Context: an optimization exercise on an open-source flow, tuned for small area, a short achievable clock period and few clock cycles per item. The choices shown serve that exercise and are no tape-out recipe.
Where RTL was checked, it was by simulation tests only, not by an equivalence proof against the original.
Power figures rest on the tool's default switching activity, not on a simulated workload.

==> module montgomery, before the edit <==
module montgomery(
  input           clk,
  input           resetn,
  input           start,
  input  [380:0]  in_a,
  input  [380:0]  in_b,
  input  [380:0]  in_m,
  input           out_read,
  output [380:0]  result,
  output reg      done
);
  localparam W = 386;    
  reg  [383:0] S;        
  reg  [383:0] C;        
  reg          corr;     
  reg        m_it;       
  reg        m_rs;       
  reg        first;      
  reg        safe;       
  reg  [7:0] cnt;        
  reg        d_one, d_two, d_neg;        
  reg        q_one, q_two, q_neg;        
  reg        k_one, y_neg;               
  reg        n_hi, n_lo, cur_hi;         
  reg  [2:0]   b_lo;
  reg  [3:0]   m_lo;
  reg  [4:0]   m_hi;
  wire [W-1:0] Bx = {{(W-381){1'b0}}, in_b[380:3], b_lo};
  wire [W-1:0] Mx = {{(W-381){1'b0}}, in_m[380:4], m_lo};
  wire [1:0]   u     = S[383:382] + C[383:382];
  wire [W-1:0] S_ext = {{(W-383){u[1]}}, u[0], S[381:0]};
  wire [W-1:0] C_ext = {{(W-382){1'b0}}, C[381:0]};
  wire [W-1:0] S_in = m_it ? S_ext : m_rs ? {S_ext[W-3:0], 2'b00} : {W{1'b0}};
  wire [W-1:0] C_in = m_it ? C_ext : m_rs ? {C_ext[W-3:0], 2'b00} : {W{1'b0}};
  wire [W-1:0] Zoc = (({W{d_one}} & Bx) | ({W{d_two}} & {Bx[W-2:0], 1'b0})) ^ {W{d_neg}};
  wire [W-1:0] X;
  assign X[0]       = corr & m_it;
  assign X[1]       = Zoc[0];
  assign X[2]       = Zoc[1] | (corr & m_rs);
  assign X[W-1:3]   = Zoc[W-2:2];
  wire [W-1:0] Ysel = ({W{q_one}} & Mx) | ({W{q_two}} & {Mx[W-2:0], 1'b0})
                    | ({W{k_one}} & {Mx[W-3:0], 2'b00});
  wire [W-1:0] Y;
  assign Y[0]     = q_one;
  assign Y[1]     = Ysel[1] ^ q_neg;
  assign Y[2]     = (Ysel[2] & ~k_one) ^ q_neg | k_one;
  assign Y[W-1:3] = Ysel[W-1:3] ^ {(W-3){y_neg}};
  wire [W-1:0] sum1 = S_in ^ C_in ^ X;
  wire [W-1:0] cy1  = {(S_in[W-2:0] & C_in[W-2:0]) | (S_in[W-2:0] & X[W-2:0]) | (C_in[W-2:0] & X[W-2:0]), d_neg};
  wire [W-1:0] P    = sum1 ^ cy1 ^ Y;
  wire [W-1:0] Q    = {(sum1[W-2:0] & cy1[W-2:0]) | (sum1[W-2:0] & Y[W-2:0]) | (cy1[W-2:0] & Y[W-2:0]), d_neg};
  wire [383:0] S_next = P[W-1:2];
  wire [383:0] C_next = Q[W-1:2];
  wire         corr_next = P[1] | P[0];
  wire         cz     = ~|C[381:0];
  wire         sgn    = u[1];
  wire last = (cnt == 8'd192);
  wire go   = ~m_it & ~m_rs & start;
  function [2:0] booth(input hi, input lo, input pr);
    begin
      booth[0] = lo ^ pr;                            
      booth[1] = (hi & ~lo & ~pr) | (~hi & lo & pr);  
      booth[2] = hi & ~(lo & pr);                     
    end
  endfunction
  wire [2:0] nd = m_it ? booth(n_hi, n_lo, cur_hi) : booth(in_a[1], in_a[0], 1'b0);
  wire [511:0] ax = {131'b0, in_a};
  wire [7:0]   cnt_next = go ? 8'd2 : cnt + 8'd1;
  reg  [11:0]  g_hi, g_lo;
  integer gi;
  always @(posedge clk) begin
    for (gi = 0; gi < 12; gi = gi + 1) begin
      g_hi[gi] <= ax[{gi[3:0], cnt_next[3:0], 1'b1}];
      g_lo[gi] <= ax[{gi[3:0], cnt_next[3:0], 1'b0}];
    end
  end
  wire a_hi = g_hi[cnt[7:4]];
  wire a_lo = g_lo[cnt[7:4]];
  wire [1:0] t0;
  assign t0[0] = P[2] ^ Q[2] ^ corr_next;
  assign t0[1] = ((P[2] & Q[2]) | (P[2] & corr_next) | (Q[2] & corr_next))
               ^ P[3] ^ Q[3] ^ (nd[0] & b_lo[0]);
  wire [1:0] qq = m_it ? {t0[1] ^ (t0[0] & ~m_lo[1]), t0[0]}
                       : {in_a[0] & in_b[0], 1'b0};
  wire [8:0] vh   = {1'b0, ~S_ext[383], S_ext[382:376]} + {3'd0, C[381:376]} + 9'd1;
  wire conf   = m_hi[4];
  wire est_hi = conf & (vh >= {4'd4, m_hi});             
  wire est_lo = conf & (vh <= 9'd127);                     
  wire to_it = go | (m_it & ~last);
  always @(posedge clk) begin
    S    <= S_next;
    C    <= C_next;
    corr <= corr_next;
    n_hi   <= m_it ? a_hi : in_a[3];
    n_lo   <= m_it ? a_lo : in_a[2];
    cur_hi <= m_it ? n_hi : in_a[1];
    if (~m_it & ~m_rs) begin
      b_lo <= in_b[2:0];
      m_lo <= in_m[3:0];
      m_hi <= in_m[380:376];
    end
  end
  always @(posedge clk or negedge resetn) begin
    if (!resetn) begin
      m_it <= 1'b0; m_rs <= 1'b0; first <= 1'b0; safe <= 1'b0; done <= 1'b0;
      cnt <= 8'd0;
      d_one <= 1'b0; d_two <= 1'b0; d_neg <= 1'b0;
      q_one <= 1'b0; q_two <= 1'b0; q_neg <= 1'b0;
      k_one <= 1'b0; y_neg <= 1'b0;
    end else begin
      d_one <= to_it & nd[0];
      d_two <= to_it & nd[1];
      d_neg <= to_it & nd[2];
      q_one <= to_it & qq[0];
      q_two <= to_it & (qq == 2'd2);
      q_neg <= to_it & (qq == 2'd3);
      cnt   <= cnt_next;
      k_one <= 1'b0;
      y_neg <= to_it & (qq == 2'd3);
      if (go) begin
        m_it <= 1'b1;
      end else if (m_it) begin
        if (last) begin
          m_it  <= 1'b0;
          m_rs  <= 1'b1;
          first <= 1'b1;
        end
      end else if (m_rs & ~done) begin
        if (first) begin
          first <= 1'b0;
          safe  <= conf;
          k_one <= est_hi | est_lo;
          y_neg <= est_hi;
        end else if (cz & ~k_one) begin
          if (sgn) begin
            k_one <= 1'b1;
            safe  <= 1'b1;
          end else if (safe) begin
            done  <= 1'b1;
          end else begin
            k_one <= 1'b1;
            y_neg <= 1'b1;
            safe  <= 1'b1;
          end
        end
      end else if (done & out_read) begin
        done <= 1'b0;
        m_rs <= 1'b0;
      end
    end
  end
  assign result = S[380:0];
endmodule
export LEC_CHECK = 0
export CAP_MARGIN = 20
export CORE_MARGIN = 2
export CORE_UTILIZATION = 30
export CTS_CLUSTER_DIAMETER = 100
export CTS_CLUSTER_SIZE = 20
export SLEW_MARGIN = 20
create_clock -name core_clock -period 10.0 [get_ports {clk}]
standard.sh (not shown) runs the stock make flow with config.mk's settings and CLKGATE_MAP_FILE= SYNTH_SCRIPT=/design/flow/synth_recipe.tcl, a recipe that flattens the netlist after the stock synthesis.
==> flow/flow/run.sh <==
#!/bin/bash
set -euo pipefail
export BUFFER_PORTS_ARGS="-buffer_cell sky130_fd_sc_hd__buf_1"
export SETUP_SLACK_MARGIN=6.5
bash standard.sh finish > standard_flow.log 2>&1
The first run ran to the end with no violations.
Testbench counts at the start, summed over its fixed seeds: cycles 38,216, items 192.
==> next run, changes <==
--- a/flow/design.v
+++ b/flow/design.v
@@ -65,20 +65,21 @@
     end
   endfunction
   wire [2:0] nd = m_it ? booth(n_hi, n_lo, cur_hi) : booth(in_a[1], in_a[0], 1'b0);
   wire [511:0] ax = {131'b0, in_a};
   wire [7:0]   cnt_next = go ? 8'd2 : cnt + 8'd1;
-  reg  [11:0]  g_hi, g_lo;
+  wire [4:0]   o_next   = m_it ? cnt[4:0] + 5'd1 : 5'd2;
+  reg  [5:0]   g_hi, g_lo;
   integer gi;
   always @(posedge clk) begin
-    for (gi = 0; gi < 12; gi = gi + 1) begin
-      g_hi[gi] <= ax[{gi[3:0], cnt_next[3:0], 1'b1}];
-      g_lo[gi] <= ax[{gi[3:0], cnt_next[3:0], 1'b0}];
+    for (gi = 0; gi < 6; gi = gi + 1) begin
+      g_hi[gi] <= ax[{gi[2:0], o_next, 1'b1}];
+      g_lo[gi] <= ax[{gi[2:0], o_next, 1'b0}];
     end
   end
-  wire a_hi = g_hi[cnt[7:4]];
-  wire a_lo = g_lo[cnt[7:4]];
+  wire a_hi = g_hi[cnt[7:5]];
+  wire a_lo = g_lo[cnt[7:5]];
   wire [1:0] t0;
   assign t0[0] = P[2] ^ Q[2] ^ corr_next;
   assign t0[1] = ((P[2] & Q[2]) | (P[2] & corr_next) | (Q[2] & corr_next))
                ^ P[3] ^ Q[3] ^ (nd[0] & b_lo[0]);
   wire [1:0] qq = m_it ? {t0[1] ^ (t0[0] & ~m_lo[1]), t0[0]}
After rerunning: Total power falls by 14%; design area rises by 0.31%; synthesized cell count is about the same; sequential share of layout area falls by 0.44 points; hold slack got worse by 0.0086 ns; die area hardly moves; clock skew stays flat.
The RTL of the second run of this note was laid out without a check of its function.


old:
The RTL this note starts from:
==> flow/design.v <==
`timescale 1ns / 1ps
module montgomery(
  input           clk,
  input           resetn,
  input           start,
  input  [380:0]  in_a,
  input  [380:0]  in_b,
  input  [380:0]  in_m,
  input           out_read,
  output [380:0]  result,
  output reg      done
);
  localparam W = 386;    
  reg  [383:0] S;        
  reg  [383:0] C;        
  reg          corr;     
  reg        m_it;       
  reg        m_rs;       
  reg        first;      
  reg        safe;       
  reg  [7:0] cnt;        
  reg        d_one, d_two, d_neg;        
  reg        q_one, q_two, q_neg;        
  reg        k_one, y_neg;               
  reg        n_hi, n_lo, cur_hi;         
  wire [W-1:0] Bx = {{(W-381){1'b0}}, in_b};
  wire [W-1:0] Mx = {{(W-381){1'b0}}, in_m};
  wire [1:0]   u     = S[383:382] + C[383:382];
  wire [W-1:0] S_ext = {{(W-383){u[1]}}, u[0], S[381:0]};
  wire [W-1:0] C_ext = {{(W-382){1'b0}}, C[381:0]};
  wire [W-1:0] S_in = m_it ? S_ext : m_rs ? {S_ext[W-3:0], 2'b00} : {W{1'b0}};
  wire [W-1:0] C_in = m_it ? C_ext : m_rs ? {C_ext[W-3:0], 2'b00} : {W{1'b0}};
  wire [W-1:0] Zoc = (({W{d_one}} & Bx) | ({W{d_two}} & {Bx[W-2:0], 1'b0})) ^ {W{d_neg}};
  wire [W-1:0] X;
  assign X[0]       = corr & m_it;
  assign X[1]       = Zoc[0];
  assign X[2]       = Zoc[1] | (corr & m_rs);
  assign X[W-1:3]   = Zoc[W-2:2];
  wire [W-1:0] Ysel = ({W{q_one}} & Mx) | ({W{q_two}} & {Mx[W-2:0], 1'b0})
                    | ({W{k_one}} & {Mx[W-3:0], 2'b00});
  wire [W-1:0] Y;
  assign Y[0]     = q_one;
  assign Y[1]     = Ysel[1] ^ q_neg;
  assign Y[2]     = (Ysel[2] & ~k_one) ^ q_neg | k_one;
  assign Y[W-1:3] = Ysel[W-1:3] ^ {(W-3){y_neg}};
  wire [W-1:0] sum1 = S_in ^ C_in ^ X;
  wire [W-1:0] cy1  = {(S_in[W-2:0] & C_in[W-2:0]) | (S_in[W-2:0] & X[W-2:0]) | (C_in[W-2:0] & X[W-2:0]), d_neg};
  wire [W-1:0] P    = sum1 ^ cy1 ^ Y;
  wire [W-1:0] Q    = {(sum1[W-2:0] & cy1[W-2:0]) | (sum1[W-2:0] & Y[W-2:0]) | (cy1[W-2:0] & Y[W-2:0]), d_neg};
  wire [383:0] S_next = P[W-1:2];
  wire [383:0] C_next = Q[W-1:2];
  wire         corr_next = P[1] | P[0];
  wire         cz     = ~|C[381:0];
  wire         sgn    = u[1];
  function [2:0] booth(input hi, input lo, input pr);
    begin
      booth[0] = lo ^ pr;                            
      booth[1] = (hi & ~lo & ~pr) | (~hi & lo & pr);  
      booth[2] = hi & ~(lo & pr);                     
    end
  endfunction
  wire [2:0] nd = m_it ? booth(n_hi, n_lo, cur_hi) : booth(in_a[1], in_a[0], 1'b0);
  wire [511:0] ax = {131'b0, in_a};
  wire a_hi = ax[{cnt, 1'b1}];
  wire a_lo = ax[{cnt, 1'b0}];
  wire       zoc0 = (nd[0] & in_b[0]) ^ nd[2];
  wire [1:0] t0 = {1'b0, P[2]} + {1'b0, Q[2]} + {1'b0, corr_next} + {nd[2], 1'b0}
                + {P[3] ^ Q[3] ^ zoc0, 1'b0};
  wire [1:0] qq = in_m[1] ? t0 : (2'd0 - t0);
  wire [8:0] vh   = {1'b0, ~S_ext[383], S_ext[382:376]} + {3'd0, C[381:376]} + 9'd1;
  wire conf   = in_m[380];
  wire est_hi = conf & (vh >= {4'd4, in_m[380:376]});    
  wire est_lo = conf & (vh <= 9'd127);                     
  wire last = (cnt == 8'd192);
  wire go   = ~m_it & ~m_rs & start;
  wire to_it = go | (m_it & ~last);
  always @(posedge clk) begin
    S    <= S_next;
    C    <= C_next;
    corr <= corr_next;
    n_hi   <= m_it ? a_hi : in_a[3];
    n_lo   <= m_it ? a_lo : in_a[2];
    cur_hi <= m_it ? n_hi : in_a[1];
  end
  always @(posedge clk or negedge resetn) begin
    if (!resetn) begin
      m_it <= 1'b0; m_rs <= 1'b0; first <= 1'b0; safe <= 1'b0; done <= 1'b0;
      cnt <= 8'd0;
      d_one <= 1'b0; d_two <= 1'b0; d_neg <= 1'b0;
      q_one <= 1'b0; q_two <= 1'b0; q_neg <= 1'b0;
      k_one <= 1'b0; y_neg <= 1'b0;
    end else begin
      d_one <= to_it & nd[0];
      d_two <= to_it & nd[1];
      d_neg <= to_it & nd[2];
      q_one <= to_it & qq[0];
      q_two <= to_it & (qq == 2'd2);
      q_neg <= to_it & (qq == 2'd3);
      cnt   <= go ? 8'd2 : cnt + 8'd1;
      k_one <= 1'b0;
      y_neg <= to_it & (qq == 2'd3);
      if (go) begin
        m_it <= 1'b1;
      end else if (m_it) begin
        if (last) begin
          m_it  <= 1'b0;
          m_rs  <= 1'b1;
          first <= 1'b1;
        end
      end else if (m_rs & ~done) begin
        if (first) begin
          first <= 1'b0;
          safe  <= conf;
          k_one <= est_hi | est_lo;
          y_neg <= est_hi;
        end else if (cz & ~k_one) begin
          if (sgn) begin
            k_one <= 1'b1;
            safe  <= 1'b1;
          end else if (safe) begin
            done  <= 1'b1;
          end else begin
            k_one <= 1'b1;
            y_neg <= 1'b1;
            safe  <= 1'b1;
          end
        end
      end else if (done & out_read) begin
        done <= 1'b0;
        m_rs <= 1'b0;
      end
    end
  end
  assign result = S[380:0];
endmodule
Settings: LEC_CHECK=0, CAP_MARGIN=40, CORE_MARGIN=2, CORE_UTILIZATION=30, SLEW_MARGIN=40; clock period 10.0 ns.
Scripts as last shown in full above: flow/flow/run.sh
Testbench counts of old, summed over its fixed seeds: cycles 38,216, items 192.
The following lists how new was set up differently from old:
diff --git a/flow/design.v b/flow/design.v
--- a/flow/design.v
+++ b/flow/design.v
@@ -21,12 +21,15 @@
   reg  [7:0] cnt;        
   reg        d_one, d_two, d_neg;        
   reg        q_one, q_two, q_neg;        
   reg        k_one, y_neg;               
   reg        n_hi, n_lo, cur_hi;         
-  wire [W-1:0] Bx = {{(W-381){1'b0}}, in_b};
-  wire [W-1:0] Mx = {{(W-381){1'b0}}, in_m};
+  reg  [2:0]   b_lo;
+  reg  [3:0]   m_lo;
+  reg  [4:0]   m_hi;
+  wire [W-1:0] Bx = {{(W-381){1'b0}}, in_b[380:3], b_lo};
+  wire [W-1:0] Mx = {{(W-381){1'b0}}, in_m[380:4], m_lo};
   wire [1:0]   u     = S[383:382] + C[383:382];
   wire [W-1:0] S_ext = {{(W-383){u[1]}}, u[0], S[381:0]};
   wire [W-1:0] C_ext = {{(W-382){1'b0}}, C[381:0]};
   wire [W-1:0] S_in = m_it ? S_ext : m_rs ? {S_ext[W-3:0], 2'b00} : {W{1'b0}};
   wire [W-1:0] C_in = m_it ? C_ext : m_rs ? {C_ext[W-3:0], 2'b00} : {W{1'b0}};
@@ -50,39 +53,55 @@
   wire [383:0] S_next = P[W-1:2];
   wire [383:0] C_next = Q[W-1:2];
   wire         corr_next = P[1] | P[0];
   wire         cz     = ~|C[381:0];
   wire         sgn    = u[1];
+  wire last = (cnt == 8'd192);
+  wire go   = ~m_it & ~m_rs & start;
   function [2:0] booth(input hi, input lo, input pr);
     begin
       booth[0] = lo ^ pr;                            
       booth[1] = (hi & ~lo & ~pr) | (~hi & lo & pr);  
       booth[2] = hi & ~(lo & pr);                     
     end
   endfunction
   wire [2:0] nd = m_it ? booth(n_hi, n_lo, cur_hi) : booth(in_a[1], in_a[0], 1'b0);
   wire [511:0] ax = {131'b0, in_a};
-  wire a_hi = ax[{cnt, 1'b1}];
-  wire a_lo = ax[{cnt, 1'b0}];
-  wire       zoc0 = (nd[0] & in_b[0]) ^ nd[2];
-  wire [1:0] t0 = {1'b0, P[2]} + {1'b0, Q[2]} + {1'b0, corr_next} + {nd[2], 1'b0}
-                + {P[3] ^ Q[3] ^ zoc0, 1'b0};
-  wire [1:0] qq = in_m[1] ? t0 : (2'd0 - t0);
+  wire [7:0]   cnt_next = go ? 8'd2 : cnt + 8'd1;
+  reg  [11:0]  g_hi, g_lo;
+  integer gi;
+  always @(posedge clk) begin
+    for (gi = 0; gi < 12; gi = gi + 1) begin
+      g_hi[gi] <= ax[{gi[3:0], cnt_next[3:0], 1'b1}];
+      g_lo[gi] <= ax[{gi[3:0], cnt_next[3:0], 1'b0}];
+    end
+  end
+  wire a_hi = g_hi[cnt[7:4]];
+  wire a_lo = g_lo[cnt[7:4]];
+  wire [1:0] t0;
+  assign t0[0] = P[2] ^ Q[2] ^ corr_next;
+  assign t0[1] = ((P[2] & Q[2]) | (P[2] & corr_next) | (Q[2] & corr_next))
+               ^ P[3] ^ Q[3] ^ (nd[0] & b_lo[0]);
+  wire [1:0] qq = m_it ? {t0[1] ^ (t0[0] & ~m_lo[1]), t0[0]}
+                       : {in_a[0] & in_b[0], 1'b0};
   wire [8:0] vh   = {1'b0, ~S_ext[383], S_ext[382:376]} + {3'd0, C[381:376]} + 9'd1;
-  wire conf   = in_m[380];
-  wire est_hi = conf & (vh >= {4'd4, in_m[380:376]});    
+  wire conf   = m_hi[4];
+  wire est_hi = conf & (vh >= {4'd4, m_hi});             
   wire est_lo = conf & (vh <= 9'd127);                     
-  wire last = (cnt == 8'd192);
-  wire go   = ~m_it & ~m_rs & start;
   wire to_it = go | (m_it & ~last);
   always @(posedge clk) begin
     S    <= S_next;
     C    <= C_next;
     corr <= corr_next;
     n_hi   <= m_it ? a_hi : in_a[3];
     n_lo   <= m_it ? a_lo : in_a[2];
     cur_hi <= m_it ? n_hi : in_a[1];
+    if (~m_it & ~m_rs) begin
+      b_lo <= in_b[2:0];
+      m_lo <= in_m[3:0];
+      m_hi <= in_m[380:376];
+    end
   end
   always @(posedge clk or negedge resetn) begin
     if (!resetn) begin
       m_it <= 1'b0; m_rs <= 1'b0; first <= 1'b0; safe <= 1'b0; done <= 1'b0;
       cnt <= 8'd0;
@@ -94,11 +113,11 @@
       d_two <= to_it & nd[1];
       d_neg <= to_it & nd[2];
       q_one <= to_it & qq[0];
       q_two <= to_it & (qq == 2'd2);
       q_neg <= to_it & (qq == 2'd3);
-      cnt   <= go ? 8'd2 : cnt + 8'd1;
+      cnt   <= cnt_next;
       k_one <= 1'b0;
       y_neg <= to_it & (qq == 2'd3);
       if (go) begin
         m_it <= 1'b1;
       end else if (m_it) begin
### Flow results
new — fmax 27% higher, old as reference
The run showing the greater path length in cells of the critical path is old.
Against old, new comes in 0.3 points higher on share of power burned in registers.
Taking old as the reference, in new number of flip-flops and latches in the synthesized netlist went up by 36; count of nets left with antenna violations after detail routing was more or less identical; wire length of the first global-routing pass went down by about 2%; core occupancy in the finished layout was more or less identical; gate count after technology mapping went up by 227.
Of the two candidates, old has the better post-synth design cell area and new the worse one.
The post-route total power of new was superior to that of old.
Testbench counts of new, summed over its fixed seeds: cycles 38,216, items 192.

## separate check: timing with driven ports
No port has a modelled driver above. Below, the same layouts with a new extraction and two added sets of constraints.
Step 1, drivers: a clkbuf_16 drives clk and a buf_2 each remaining input, both assumed.
Step 2 adds t to the input delays and takes it off the output delays; t is the mean of the earliest and latest rising clock arrival at the registers after step 1. Input paths then give back, and output paths get back, about the clock's delay inside the block.
a / b / c = ideal ports / drivers / drivers and shift; a / b = the first two.
| run | shift t [ns] | slack for setup (ns) | latest minus earliest clock arrival (ns) | worst data-port slew with drivers (ns) | pins driven straight from the clock port |
|---|---|---|---|---|---|
| the first run of note 1 | 0.812 | 6.501 / 6.406 / 5.683 | 0.058 / 0.058 | 0.45 | 1 |
| the second run of note 1 | 0.820 | 6.490 / 6.397 / 5.848 | 0.068 / 0.068 | 0.37 | 1 |
| old | 0.853 | 5.538 / 5.577 / 4.724 | 0.049 / 0.048 | 0.41 | 1 |
| new | 0.829 | 6.495 / 6.400 / 5.695 | 0.070 / 0.070 | 0.49 | 1 |
After both steps every run listed still meets setup and hold. The setup slack of the first run of note 1, which loses most, moves by -0.095 ns with the drivers and by -0.818 ns with both steps.
